This is an optimization exercise on Yosys and OpenROAD, whose aim is small area, not a production implementation. Function was checked by simulation only, so behaviour that the tests miss may differ from the original.

## sgap_conv
module sgap_conv(clk,reset,ops,filterWeight2,filterWeight3,filterOut2,filterOut3,operands,data,sum);
For scale: roughly 240 flip-flops, about 0.045 mm² of cells after synthesis.
clock: 35.0 ns
lec_check: 0
abc_area: 1
cap_margin: 20
core_margin: 2
core_utilization: 60
cts_buf_list: sky130_fd_sc_hd__clkbuf_8
place_density: 0.72
slew_margin: 20
synth_hierarchical: 1
run.sh (not shown) runs the stock make flow with config.mk's settings and CLKGATE_MAP_FILE= SYNTH_SCRIPT=/design/flow/synth_recipe.tcl, a recipe that flattens the netlist after the stock synthesis.
Then changed:
==> flow/flow/run.sh (new file) <==
#!/bin/bash
set -euo pipefail
W=$(pwd)
sed 's#^  log_cmd abc {\*}$abc_args#  set abc_args [lreplace $abc_args 0 1 -script '"$W"'/flow/area.abc]\n  log_cmd abc {*}$abc_args#' \
  "$FLOW_HOME/scripts/synth.tcl" > "$W/own_synth_body.tcl"
grep -q "flow/area.abc" "$W/own_synth_body.tcl"
sed 's#source $::env(SCRIPTS_DIR)/synth.tcl#source '"$W"'/own_synth_body.tcl#' synth_recipe.tcl > "$W/own_synth.tcl"
grep -q own_synth_body "$W/own_synth.tcl"
sed 's#SYNTH_SCRIPT=[^ ]*synth_recipe.tcl#SYNTH_SCRIPT='"$W"'/own_synth.tcl '"'"'BUFFER_PORTS_ARGS=-buffer_cell sky130_fd_sc_hd__buf_1'"'"'#' \
  standard.sh > "$W/own_standard.sh"
grep -q own_synth.tcl "$W/own_standard.sh"
bash "$W/own_standard.sh" finish > "$W/flow.log" 2>&1
==> flow/flow/area.abc (new file) <==
strash
dch -f
amap -F 1000
==> flow/standard.sh (new file) <==
#!/bin/bash
# synth_recipe.tcl (not shown) runs the flow's synth.tcl, then flattens the netlist and writes it again
# the make line also repeats each setting of config.mk as NAME=value (left out here)
make -C /OpenROAD-flow-scripts/flow DESIGN_CONFIG=/design/flow/config.mk WORK_HOME=/design/flow/orfs CLKGATE_MAP_FILE= SYNTH_SCRIPT=/design/flow/synth_recipe.tcl "${@:-finish}"
- CORE_UTILIZATION: 60 -> 40
- CTS_BUF_LIST: sky130_fd_sc_hd__clkbuf_8 -> default
- PLACE_DENSITY: 0.72 -> default
removed: flow/run.sh
=> Utilization shrinks by 26 points; routed wire length shrinks by 0.54%; die area grows by 41%; worst setup slack degrades by 3.2 ns; global-route usage shrinks by 15 points; hold slack degrades by 0.0070 ns; synthesized cell count shrinks by 17%; maximum frequency shrinks by 9.3%; via count shrinks by 9.7%.
Then changed:
==> flow/run.sh (new file) <==
#!/bin/bash
# synth_recipe.tcl (not shown) runs the flow's synth.tcl, then flattens the netlist and writes it again
# the make line also repeats each setting of config.mk as NAME=value (left out here)
make -C /OpenROAD-flow-scripts/flow DESIGN_CONFIG=/design/flow/config.mk WORK_HOME=/design/flow/orfs CLKGATE_MAP_FILE= SYNTH_SCRIPT=/design/flow/synth_recipe.tcl finish
removed: flow/flow/run.sh
removed: flow/flow/area.abc
removed: flow/standard.sh
- The changed run completed without violations
- synthesized cell count goes up by about 20%
- wire length goes up by about 8%
- worst hold slack is worse by 0.0097 ns


run a:
sgap_conv, a different RTL version from the one above (not shown whole).
Size in the first run: about 240 flip-flops, roughly 730 I/O pins, ~42000 sq um of cells after synthesis.
export LEC_CHECK = 0
export ABC_AREA = 1
export CAP_MARGIN = 20
export CORE_MARGIN = 2
export CORE_UTILIZATION = 40
export CTS_BUF_LIST = sky130_fd_sc_hd__clkbuf_8
export CTS_CLUSTER_DIAMETER = 100
export CTS_CLUSTER_SIZE = 16
export GPL_TIMING_DRIVEN = 0
export SLEW_MARGIN = 20
export SYNTH_HIERARCHICAL = 1
create_clock -name core_clock -period 35.0 [get_ports {clk}]
standard.sh (not shown) runs the stock make flow with config.mk's settings and CLKGATE_MAP_FILE= SYNTH_SCRIPT=/design/flow/synth_recipe.tcl, a recipe that flattens the netlist after the stock synthesis.
==> flow/flow/run.sh <==
#!/bin/bash
set -euo pipefail
W=$(pwd)
sed 's#^  log_cmd abc {\*}$abc_args#  set abc_args [lreplace $abc_args 0 1 -script '"$W"'/flow/area.abc]\n  log_cmd abc {*}$abc_args#' \
  "$FLOW_HOME/scripts/synth.tcl" > "$W/own_synth_body.tcl"
grep -q "flow/area.abc" "$W/own_synth_body.tcl"
sed 's#source $::env(SCRIPTS_DIR)/synth.tcl#source '"$W"'/own_synth_body.tcl#' synth_recipe.tcl > "$W/own_synth.tcl"
grep -q own_synth_body "$W/own_synth.tcl"
sed 's#SYNTH_SCRIPT=[^ ]*synth_recipe.tcl#SYNTH_SCRIPT='"$W"'/own_synth.tcl '"'"'BUFFER_PORTS_ARGS=-buffer_cell sky130_fd_sc_hd__buf_1'"'"' '"'"'CTS_ARGS=-sink_clustering_enable -repair_clock_nets -sink_clustering_size 16 -sink_clustering_max_diameter 100 -buf_list sky130_fd_sc_hd__clkbuf_8 -dont_use_dummy_load'"'"'#' \
  standard.sh > "$W/own_standard.sh"
grep -q own_synth.tcl "$W/own_standard.sh"
bash "$W/own_standard.sh" finish > "$W/flow.log" 2>&1
==> flow/flow/area.abc <==
strash
dch -f
amap -F 1000
Run a finished end to end and its layout was clean on timing, DRC and antenna.
diff inputs: run a => run b
==> flow/flow/area.abc <==
strash
dch -f
amap
strash
dch -f
amap
--- outcome ---
Run b reached the final stage; the timing, design-rule and antenna checks on its layout passed.
In summary, run a completed successfully, with a layout that passed the timing, design-rule and antenna checks.
Measured against each other, run a and run b differ in utilization of the core after routing, the lower figure coming from run b.
Total wire length after detailed routing sits higher in run b than in run a.
Re clock period minus worst slack: run b is 0.20 ns down on run a.
In terms of global-route track usage on met3, run b and run a differ only marginally.


sgap_conv, a different RTL version from the one above (not shown whole).
Size: about 240 flip-flops, about 0.043 mm^2 of cells after synthesis.
==> flow/config.mk <==
export PLATFORM = sky130hd
export DESIGN_NAME = sgap_conv
export DESIGN_NICKNAME = sgap_conv
export VERILOG_FILES = /design/flow/design.v
export SDC_FILE = /design/flow/constraint.sdc
export NUM_CORES = 4
export LEC_CHECK = 0
export ABC_AREA = 1
export CAP_MARGIN = 20
export CORE_MARGIN = 2
export CORE_UTILIZATION = 40
export CTS_BUF_LIST = sky130_fd_sc_hd__clkbuf_8
export CTS_CLUSTER_DIAMETER = 100
export CTS_CLUSTER_SIZE = 20
export GPL_TIMING_DRIVEN = 0
export SLEW_MARGIN = 20
export SYNTH_HIERARCHICAL = 1
==> flow/constraint.sdc <==
create_clock -name core_clock -period 35.0 [get_ports {clk}]
set_input_delay 7.0000 -clock core_clock [delete_from_list [all_inputs] [get_ports {clk}]]
set_output_delay 7.0000 -clock core_clock [all_outputs]
set_load 0.01 [all_outputs]
==> flow/flow/run.sh <==
#!/bin/bash
set -euo pipefail
W=$(pwd)
sed 's#^  log_cmd abc {\*}$abc_args#  set abc_args [lreplace $abc_args 0 1 -script '"$W"'/flow/area.abc]\n  log_cmd abc {*}$abc_args#' \
  "$FLOW_HOME/scripts/synth.tcl" > "$W/own_synth_body.tcl"
grep -q "flow/area.abc" "$W/own_synth_body.tcl"
sed 's#source $::env(SCRIPTS_DIR)/synth.tcl#source '"$W"'/own_synth_body.tcl#' synth_recipe.tcl > "$W/own_synth.tcl"
grep -q own_synth_body "$W/own_synth.tcl"
sed 's#SYNTH_SCRIPT=[^ ]*synth_recipe.tcl#SYNTH_SCRIPT='"$W"'/own_synth.tcl '"'"'BUFFER_PORTS_ARGS=-buffer_cell sky130_fd_sc_hd__buf_1'"'"'#' \
  standard.sh > "$W/own_standard.sh"
grep -q own_synth.tcl "$W/own_standard.sh"
bash "$W/own_standard.sh" finish > "$W/flow.log" 2>&1
==> flow/flow/area.abc <==
strash
dch -f
amap -F 1000
The baseline ran to the end with no violations.
Edit:
--- a/flow/flow/run.sh
+++ b/flow/flow/run.sh
@@ -8,3 +8,3 @@
 grep -q own_synth_body "$W/own_synth.tcl"
-sed 's#SYNTH_SCRIPT=[^ ]*synth_recipe.tcl#SYNTH_SCRIPT='"$W"'/own_synth.tcl '"'"'BUFFER_PORTS_ARGS=-buffer_cell sky130_fd_sc_hd__buf_1'"'"'#' \
+sed 's#SYNTH_SCRIPT=[^ ]*synth_recipe.tcl#SYNTH_SCRIPT='"$W"'/own_synth.tcl '"'"'BUFFER_PORTS_ARGS=-buffer_cell sky130_fd_sc_hd__buf_1'"'"' '"'"'CTS_ARGS=-sink_clustering_enable -repair_clock_nets -sink_clustering_size 16 -sink_clustering_max_diameter 100 -buf_list sky130_fd_sc_hd__clkbuf_8 -dont_use_dummy_load'"'"'#' \
   standard.sh > "$W/own_standard.sh"
--- a/flow/config.mk
+++ b/flow/config.mk
@@ -13,4 +13,3 @@
 export CTS_CLUSTER_DIAMETER = 100
-export CTS_CLUSTER_SIZE = 20
-export GPL_TIMING_DRIVEN = 0
+export CTS_CLUSTER_SIZE = 16
 export SLEW_MARGIN = 20
What happened:
- critical path depth stays the same
- synthesized area is unchanged
- clock skew increases by 0.023 ns
- non-clock buffer count increases by 62
- design area increases slightly
Edit:
--- a/flow/flow/run.sh
+++ b/flow/flow/run.sh
@@ -8,3 +8,3 @@
 grep -q own_synth_body "$W/own_synth.tcl"
-sed 's#SYNTH_SCRIPT=[^ ]*synth_recipe.tcl#SYNTH_SCRIPT='"$W"'/own_synth.tcl '"'"'BUFFER_PORTS_ARGS=-buffer_cell sky130_fd_sc_hd__buf_1'"'"' '"'"'CTS_ARGS=-sink_clustering_enable -repair_clock_nets -sink_clustering_size 16 -sink_clustering_max_diameter 100 -buf_list sky130_fd_sc_hd__clkbuf_8 -dont_use_dummy_load'"'"'#' \
+sed 's#SYNTH_SCRIPT=[^ ]*synth_recipe.tcl#SYNTH_SCRIPT='"$W"'/own_synth.tcl '"'"'BUFFER_PORTS_ARGS=-buffer_cell sky130_fd_sc_hd__buf_1'"'"'#' \
   standard.sh > "$W/own_standard.sh"
--- a/flow/config.mk
+++ b/flow/config.mk
@@ -11,5 +11,2 @@
 export CORE_UTILIZATION = 40
-export CTS_BUF_LIST = sky130_fd_sc_hd__clkbuf_8
-export CTS_CLUSTER_DIAMETER = 100
-export CTS_CLUSTER_SIZE = 16
 export SLEW_MARGIN = 20
- synthesized area does not change
- non-clock buffer count is unchanged
- die area stays the same
- sequential cell count does not change
- first-iteration DRC count went down by 2.3%
Edit:
--- a/flow/config.mk
+++ b/flow/config.mk
@@ -11,2 +11,5 @@
 export CORE_UTILIZATION = 40
+export CTS_BUF_LIST = sky130_fd_sc_hd__clkbuf_8
+export CTS_CLUSTER_DIAMETER = 100
+export CTS_CLUSTER_SIZE = 20
 export SLEW_MARGIN = 20
After rerunning: Wire length is about the same; final area goes down slightly; first-iteration DRC count goes down by a few percent; worst setup slack improves by 0.072 ns.

afterwards: timing with drivers on the ports:
Ports are ideal in the flow. The routed layouts listed here were re-timed in OpenROAD.
Step 1 sets driving cells, clkbuf_16 on the clock port and buf_2 on the other inputs (assumed; they add their load-dependent delay and slew).
Step 2 times the ports against the registers' clock, not the clock port: input delays grow and output delays shrink by t, the midpoint of the rising clock arrivals with the driver on.
Three values: ideal ports, drivers, drivers and shift; two values: the first two.
run	t, ns	setup slack, ns	latest minus earliest clock arrival (ns)
the first run of note 1	0.705	4.192 / 4.163 / 4.163	0.039 / 0.039
the second run of note 1	0.702	1.028 / 1.005 / 1.005	0.047 / 0.048
the third run of note 1	0.703	4.463 / 4.439 / 4.439	0.030 / 0.030
run a	0.743	2.069 / 2.046 / 2.046	0.118 / 0.117
run b	0.718	2.272 / 2.235 / 2.235	0.044 / 0.044
the first run of note 3	0.750	1.675 / 1.652 / 1.652	0.056 / 0.055
the second run of note 3	0.754	1.972 / 1.949 / 1.949	0.079 / 0.079
the third run of note 3	0.657	1.962 / 1.939 / 1.939	0.031 / 0.031
the fourth run of note 3	0.757	2.034 / 2.011 / 2.011	0.036 / 0.036
After both steps every run listed still meets setup and hold. For run b, which loses most, drivers alone change the setup slack by -0.037 ns; drivers and shift together by -0.037 ns.
